Source: an optimization exercise on an open RTL-to-GDS flow (aim: small area and a short achievable clock period). Production flows keep margins and buffers that such runs may drop. Only the layout flow was run in this run; the RTL was not checked for function there. No activity file was given, so power comes from the tool's default toggle rates.

==> flow/design.v <==
module alu (input wire reset, sel, input wire [1:0] op, input wire [15:0] a, b, d,
	    output wire [15:0] w, output wire cout);
	wire inv, s_d, s_sum, s_lg, s_or;
	wire [15:0] ng, nt, p;            
	wire [7:0] g2, t2;                
	wire [3:0] ng4, nt4;              
	wire [1:0] g8, t8;                
	wire [15:0] c;                    
	aluctl ctl (.reset(reset), .sel(sel), .op(op), .inv(inv), .s_d(s_d), .s_sum(s_sum), .s_lg(s_lg), .s_or(s_or));
	genvar i;
	generate
		pgen0 pg0 (.a(a[0]), .b(b[0]), .inv(inv), .ng(ng[0]), .nt(nt[0]), .p(p[0]));
		for (i = 1; i < 16; i = i + 1) begin : bs
			pgen pg (.a(a[i]), .b(b[i]), .inv(inv), .ng(ng[i]), .nt(nt[i]), .p(p[i]));
		end
		for (i = 0; i < 8; i = i + 1) begin : l1
			gtn2p n (.ngh(ng[2*i+1]), .nth(nt[2*i+1]), .ngl(ng[2*i]), .ntl(nt[2*i]), .g(g2[i]), .t(t2[i]));
		end
		for (i = 0; i < 4; i = i + 1) begin : l2
			gtp2n n (.gh(g2[2*i+1]), .th(t2[2*i+1]), .gl(g2[2*i]), .tl(t2[2*i]), .ng(ng4[i]), .nt(nt4[i]));
		end
		for (i = 0; i < 2; i = i + 1) begin : l3
			gtn2p n (.ngh(ng4[2*i+1]), .nth(nt4[2*i+1]), .ngl(ng4[2*i]), .ntl(nt4[2*i]), .g(g8[i]), .t(t8[i]));
		end
	endgenerate
	gtp g16 (.g(g8[1]), .t(t8[1]), .c(g8[0]), .co(cout));
	assign c[0] = inv;
	ninv c1i (.a(ng[0]), .y(c[1]));
	assign c[2] = g2[0];
	gtn c3i (.ng(ng[2]), .nt(nt[2]), .c(c[2]), .co(c[3]));
	ninv c4i (.a(ng4[0]), .y(c[4]));
	gtn c5i (.ng(ng[4]), .nt(nt[4]), .c(c[4]), .co(c[5]));
	gtp c6i (.g(g2[2]), .t(t2[2]), .c(c[4]), .co(c[6]));
	gtn c7i (.ng(ng[6]), .nt(nt[6]), .c(c[6]), .co(c[7]));
	assign c[8] = g8[0];
	gtn c9i (.ng(ng[8]), .nt(nt[8]), .c(c[8]), .co(c[9]));
	gtp c10i (.g(g2[4]), .t(t2[4]), .c(c[8]), .co(c[10]));
	gtn c11i (.ng(ng[10]), .nt(nt[10]), .c(c[10]), .co(c[11]));
	gtn c12i (.ng(ng4[2]), .nt(nt4[2]), .c(c[8]), .co(c[12]));
	gtn c13i (.ng(ng[12]), .nt(nt[12]), .c(c[12]), .co(c[13]));
	gtp c14i (.g(g2[6]), .t(t2[6]), .c(c[12]), .co(c[14]));
	gtn c15i (.ng(ng[14]), .nt(nt[14]), .c(c[14]), .co(c[15]));
	generate
		for (i = 0; i < 16; i = i + 1) begin : ws
			wsel s (.s_d(s_d), .s_sum(s_sum), .s_lg(s_lg), .s_or(s_or), .d(d[i]), .p(p[i]), .ng(ng[i]), .c(c[i]), .w(w[i]));
		end
	endgenerate
endmodule
module aluctl (input wire reset, sel, input wire [1:0] op, output wire inv, s_d, s_sum, s_lg, s_or);
	assign inv = op[0] & ~op[1];
	assign s_d = ~sel & ~reset;
	assign s_sum = sel & ~op[1] & ~reset;
	assign s_lg = sel & op[1] & ~reset;
	assign s_or = sel & op[1] & op[0] & ~reset;
endmodule
module pgen (input wire a, b, inv, output wire ng, nt, p);
	wire bx;
	xor2m x (.a(b), .b(inv), .y(bx));
	gtbit gt (.a(a), .b(bx), .ng(ng), .nt(nt), .p(p));
endmodule
module xor2m (input wire a, b, output wire y);
	assign y = a ^ b;
endmodule
module gtbit (input wire a, b, output wire ng, nt, p);
	assign ng = ~(a & b);
	assign nt = ~(a | b);
	xor2m pp (.a(a), .b(b), .y(p));
endmodule
module pgen0 (input wire a, b, inv, output wire ng, nt, p);
	wire bx;
	xor2m x (.a(b), .b(inv), .y(bx));
	gtbit0 gt (.a(a), .b(bx), .ci(inv), .ng(ng), .nt(nt), .p(p));
endmodule
module gtbit0 (input wire a, b, ci, output wire ng, nt, p);
	wire ng0;
	assign ng0 = ~(a & b);
	assign nt = ~(a | b);
	xor2m pp (.a(a), .b(b), .y(p));
	gtn2p1 cg (.ng(ng0), .nt(nt), .nci(~ci), .ngo(ng));
endmodule
module gtn2p1 (input wire ng, nt, nci, output wire ngo);
	assign ngo = ng & (nt | nci);
endmodule
module gtn2p (input wire ngh, nth, ngl, ntl, output wire g, t);
	assign g = ~(ngh & (nth | ngl));
	assign t = ~(nth | ntl);
endmodule
module gtp2n (input wire gh, th, gl, tl, output wire ng, nt);
	assign ng = ~(gh | (th & gl));
	assign nt = ~(th & tl);
endmodule
module gtp (input wire g, t, c, output wire co);
	assign co = g | (t & c);
endmodule
module gtn (input wire ng, nt, c, output wire co);
	assign co = ~ng | (~nt & c);
endmodule
module ninv (input wire a, output wire y);
	assign y = ~a;
endmodule
module wsel (input wire s_d, s_sum, s_lg, s_or, d, p, ng, c, output wire w);
	assign w = (s_d & d) | (s_sum & (p ^ c)) | (s_lg & ~ng) | (s_or & p);
endmodule
module wrdec (input wire reset, wr, input wire [2:0] addr, output wire [7:0] ld, nld);
	genvar i;
	generate
		for (i = 0; i < 8; i = i + 1) begin : g
			assign ld[i] = (wr & (addr == i)) | reset;
			assign nld[i] = ~ld[i];
		end
	endgenerate
endmodule
module dec3 (input wire [2:0] addr, output wire [7:0] y);
	genvar i;
	generate
		for (i = 0; i < 8; i = i + 1) begin : g
			assign y[i] = (addr == i);
		end
	endgenerate
endmodule
module hold1 (input wire ld, nld, d, q, output wire y);
	assign y = (ld & d) | (nld & q);
endmodule
module rd8 (input wire [7:0] s, q, output wire o);
	assign o = |(s & q);
endmodule
module reg_alu (input wire clk, reset, sel, wr, input wire [1:0] op, input wire [2:0] rd_addr_a,
		rd_addr_b, wr_addr, input wire [15:0] d_in, output wire [15:0] d_out_a, d_out_b, output wire cout);
	wire [15:0] wdata;
	wire [7:0] ld, nld, ra0, ra1, rb0, rb1;
	wire [127:0] y;
	reg [15:0] r0, r1, r2, r3, r4, r5, r6, r7;
	wire [127:0] q = {r7, r6, r5, r4, r3, r2, r1, r0};
	wrdec wdec (.reset(reset), .wr(wr), .addr(wr_addr), .ld(ld), .nld(nld));
	dec3 adec0 (.addr(rd_addr_a), .y(ra0));
	dec3 adec1 (.addr(rd_addr_a), .y(ra1));
	dec3 bdec0 (.addr(rd_addr_b), .y(rb0));
	dec3 bdec1 (.addr(rd_addr_b), .y(rb1));
	genvar i, j;
	generate
		for (i = 0; i < 8; i = i + 1) begin : row
			for (j = 0; j < 16; j = j + 1) begin : col
				hold1 h (.ld(ld[i]), .nld(nld[i]), .d(wdata[j]), .q(q[16*i+j]), .y(y[16*i+j]));
			end
		end
		for (j = 0; j < 16; j = j + 1) begin : rd
			rd8 ma (.s(j < 8 ? ra0 : ra1), .q({q[112+j], q[96+j], q[80+j], q[64+j], q[48+j], q[32+j], q[16+j], q[j]}), .o(d_out_a[j]));
			rd8 mb (.s(j < 8 ? rb0 : rb1), .q({q[112+j], q[96+j], q[80+j], q[64+j], q[48+j], q[32+j], q[16+j], q[j]}), .o(d_out_b[j]));
		end
	endgenerate
	always @(posedge clk) begin
		r0 <= y[15:0];
		r1 <= y[31:16];
		r2 <= y[47:32];
		r3 <= y[63:48];
		r4 <= y[79:64];
		r5 <= y[95:80];
		r6 <= y[111:96];
		r7 <= y[127:112];
	end
	alu calc (.reset(reset), .sel(sel), .op(op), .a(d_out_a), .b(d_out_b), .d(d_in), .w(wdata), .cout(cout));
endmodule
==> flow/flow/run.sh <==
#!/bin/bash
# The standard layout with two changes:
#  - the port buffers placed at global placement use the smallest buffer
#    cell instead of the delay cell buffer_ports picks by default (every
#    input and output port still gets its own buffer; later repair steps
#    resize them as timing needs);
#  - after the standard synthesis, each combinational cell is swapped to the
#    smallest drive strength of its family (flow/downsize.tcl), so that
#    sizing is left to the placement-aware repair steps.
set -e
echo 'export BUFFER_PORTS_ARGS = -buffer_cell sky130_fd_sc_hd__buf_1' >> config.mk
bash standard.sh synth > synth.log 2>&1
ODB_FILE=orfs/results/sky130hd/reg_alu/base/1_synth.odb openroad -no_init -exit flow/downsize.tcl > downsize.log 2>&1
bash standard.sh > standard.log 2>&1
==> flow/flow/downsize.tcl <==
# Swap each combinational cell of the synthesized netlist to the smallest
# drive strength of its family (same function and pins). Yosys/ABC sizes
# gates against a fixed load model; the placement-aware repair steps that
# follow in the standard flow upsize again where timing needs it.
set odb_file $::env(ODB_FILE)
read_db $odb_file
set db [ord::get_db]
set block [ord::get_db_block]
set swapped 0
foreach inst [$block getInsts] {
  set master [$inst getMaster]
  set name [$master getName]
  if {![regexp {^(sky130_fd_sc_hd__[a-z0-9]+)_([0-9]+)$} $name -> base drive]} { continue }
  if {[regexp {__(df|dl|sdf|edf|sedf|conb|tap|fill|decap|clk|lpflow|probe|dly)} $name]} { continue }
  set best $master
  foreach n {0 1 2 3 4 6 8 12 16} {
    set m [$db findMaster ${base}_$n]
    if {$m eq "NULL" || $m eq ""} { continue }
    if {[$m getWidth] < [$best getWidth]} { set best $m }
  }
  if {$best ne $master} {
    if {[$inst swapMaster $best]} { incr swapped }
  }
}
puts "downsize: swapped $swapped instances"
write_db $odb_file
==> flow/standard.sh <==
#!/bin/bash
# synth_recipe.tcl (not shown) runs the flow's synth.tcl, then flattens the netlist and writes it again
# the make line also repeats each setting of config.mk as NAME=value (left out here)
make -C /OpenROAD-flow-scripts/flow DESIGN_CONFIG=/design/flow/config.mk WORK_HOME=/design/flow/orfs CLKGATE_MAP_FILE= SYNTH_SCRIPT=/design/flow/synth_recipe.tcl "${@:-finish}"
==> flow/config.mk <==
export PLATFORM = sky130hd
export DESIGN_NAME = reg_alu
export DESIGN_NICKNAME = reg_alu
export VERILOG_FILES = /design/flow/design.v
export SDC_FILE = /design/flow/constraint.sdc
export NUM_CORES = 4
export LEC_CHECK = 0
export ABC_CLOCK_PERIOD_IN_PS = 5000
export CAP_MARGIN = 20
export CORE_MARGIN = 2
export CORE_UTILIZATION = 40
export CTS_BUF_LIST = sky130_fd_sc_hd__clkbuf_8
export SETUP_SLACK_MARGIN = 4.5
export SLEW_MARGIN = 20
export SYNTH_HIERARCHICAL = 1
export BUFFER_PORTS_ARGS = -buffer_cell sky130_fd_sc_hd__buf_1
==> flow/constraint.sdc <==
create_clock -name core_clock -period 12.0 [get_ports {clk}]
set_input_delay 2.4000 -clock core_clock [delete_from_list [all_inputs] [get_ports {clk}]]
set_output_delay 2.4000 -clock core_clock [all_outputs]
set_load 0.01 [all_outputs]
==> results.yml <==
status:
  outcome: "no timing/DRC/antenna violations"
pwr:
  power_leakage_nw: 3.19
  cellPowerDensity_nw_per_um2: 184
  peakVddDrop_mv: 0.0882
finish:
  multi_input_area_um2: 3840
  finish.instance_area_um2: 7700
  fill_cells: 1481
  finalNetCount: 785
  antenna-diode-count: 0
  syn2layout_area_growth_pct: 20.4
  ff_latch_area_um2: 2560
  final_common_cell: "sky130_fd_sc_hd__a22o_1"
  final_cell_mix: "sky130_fd_sc_hd__a22o_1, sky130_fd_sc_hd__a22oi_1, sky130_fd_sc_hd__dfxtp_1, sky130_fd_sc_hd__buf_1, sky130_fd_sc_hd__xor2_1"
  drive_above_1_share_pct: 10.2
clock_tree:
  tritoncts_num_sinks: 128
  cts_root_buffer: "sky130_fd_sc_hd__clkbuf_8"
  h-tree-depth: 4
  clk_path_buf_depth: 2
  cts_hold_buffers: 0
  cts_tree: "yes"
  tritoncts.num_buffers: 17
  clk_transition_reported_paths_ns: 0.08
  worstSkewPairLatency_ns: 0.46
detailed_routing:
  detail_route.iter0.violations: 881
  route.vias.total: 6695
  wl_met1_um: 10600
  total_wire_length_um: 24700
  routedWlPerCell_um: 25.2
  post_drt_via_cell_ratio: 6.82
  top_signal_layer_used: "met4"
  drt_pass1_iterations: 6
  route.detailed.drc: 0
  met2WireLength_um: 10300
  route.met3.wl_um: 2830
  detail-route-antenna-nets: 0
yosys:
  count_of_mapped_cells_out_of_synthesis: 654
  syn_area_per_cell_um2: 9.79
  synth_warnings: 7
  syn-num-nets: 685
  netlist_area_pre_place_um2: 6400
floorplan:
  initial_core_util_pct: 40.6
  die_h_um: 130
  total_i_o_pin_count: 64
  dieArea_um2: 17000
  die_width_um: 130
  rows: 46
  core_region_area_um2: 15800
timing:
  setup_viol_count_final: 0
  timing.final.hold_violations: 0
  rsz0062_at_grt: "no"
  hold-worst-slack_ns: 0.508
  post-route-period-util_pct: 61.4
  timing.slew.headroom_pct: 23.8
  timing.setup.tns_ns: 0
  period_minus_slack_ns: 7.36
  drv_slew: 0
  worst_pin_slew_ns: 1.14
  finClkSkew_ns: 0.0116
  max_clock_freq_mhz: 136
placement:
  numPortBuffers: 63
  placed_cell_area_um2: 7050
  detailedPlacementHpwl_um: 16200
  globalplace.congestion: 0.897
global_route:
  total_gr_overflow: 0
  grt_util_all_layers_pct: 29.0
  largest_net_degree_at_the_start_of_global_routing: 20
  first_global_vias: 6250
  initial_antenna_violation_count: 0
  global_route_wire_length_before_repair_um: 36700
critical_path:
  critical_path_required_ns: 9.60
  worstPathArrival_ns: 4.96
  path_class: "primary input to output port"
  timing.critical_path.to_type: "output port"
  crit_path_start_kind: "primary input"
  crit_fanout: 16
run:
  maxcap_violations: 0
min_path:
  hold_class: "flip-flop to flip-flop"
[per-layer routing]
metal | track usage [%] | vias to the layer above
met4 | 13.5 | 0
met2 | 41.2 | 494
met1 | 40.9 | 3203
li1 | - | 2908
met3 | 7.78 | 90
met5 | 0 | -
[layout make-up]
| cell class | count | share of cell area, % |
|---|---|---|
| Clock buffer | 19 | 3.40 |
| Clock inverter | 12 | 3.30 |
| Inverter | 28 | 1.36 |
| Multi-Input combinational cell | 494 | 49.8 |
| Sequential cell | 128 | 33.3 |
| Tap cell | 216 | 3.51 |
| Timing Repair Buffer | 85 | 5.34 |
[registers in the layout, summed over array words and instances (netlist names)]
| register | count |
|---|---|
| r3 | 16 |
| r0 | 16 |
| r1 | 16 |
| r7 | 16 |
| r2 | 16 |
| r6 | 16 |
| r4 | 16 |
| r5 | 16 |
[critical path, cell delays in order]
cell and delay [ns]:
sky130_fd_sc_hd__buf_2 0.30, sky130_fd_sc_hd__and3b_1 0.40, sky130_fd_sc_hd__a22oi_1 0.26, sky130_fd_sc_hd__nand4_1 0.31
sky130_fd_sc_hd__xor2_1 0.37, sky130_fd_sc_hd__nor2_1 0.11, sky130_fd_sc_hd__o21ai_1 0.25, sky130_fd_sc_hd__a21oi_1 0.12
sky130_fd_sc_hd__o21ai_0 0.17, sky130_fd_sc_hd__a21o_1 0.10, sky130_fd_sc_hd__buf_1 0.16
[report_power, final]
part           internal [W]  switching (W)
logic              0.000144       0.000224
clock network      0.000302       0.000179
registers          0.000500      0.0000670
[worst paths after layout]
check                start              to  slack (ns)  depth (start not counted)
max           rd_addr_b[1]            cout        4.64                         11
min          r7[9]$_DFF_P_   r7[9]$_DFF_P_        0.51                          1
max reg2reg  r0[4]$_DFF_P_  r0[15]$_DFF_P_        8.07                         16
min reg2reg  r7[9]$_DFF_P_   r7[9]$_DFF_P_        0.51                          1
[repair_timing]
action                     4_1_cts  5_1_grt
pin swaps                        1        0
setup buffers                    2        2
cloned                           0        0
gates resized for setup         26        6
setup endpoints to repair        1        1
[stage by stage]
step / total power (W) / std cells / setup WS (ns) / utilization, %
2_1_floorplan: 0.000801 / 654 / 4.54 / -
3_3_place_gp: 0.000910 / 947 / 3.32 / 44.7
3_5_place_dp: 0.000921 / 947 / 3.12 / 44.7
4_1_cts: 0.00140 / 980 / 4.52 / 48.6
5_1_grt: 0.00147 / 982 / 4.52 / 48.8
6_report: 0.00142 / 982 / 4.64 / 48.8

[static timing again, ports no longer ideal]
The results above use ideal ports. As a check the final layout listed here was re-extracted and re-timed, cells and wires unchanged.
Step 1 sets driving cells, clkbuf_16 on the clock port and buf_2 on the other inputs (assumed; they add their load-dependent delay and slew).
Step 2 moves the port delays by t, midway between the first and last clock arrival at a register: inputs arrive t later, outputs are due t later. That takes back most of the time a late clock gives input paths.
Slacks: ideal / step 1 / step 2; pairs: ideal / step 1.
t (ns): 0.487
setup slack, ns: 4.638 / 4.603 / 4.603
worst register clock-pin slew, ns: 0.08 / 0.08
After both steps this run still meets setup and hold. The setup slack of this run moves by -0.035 ns with the drivers and by -0.035 ns with both steps.
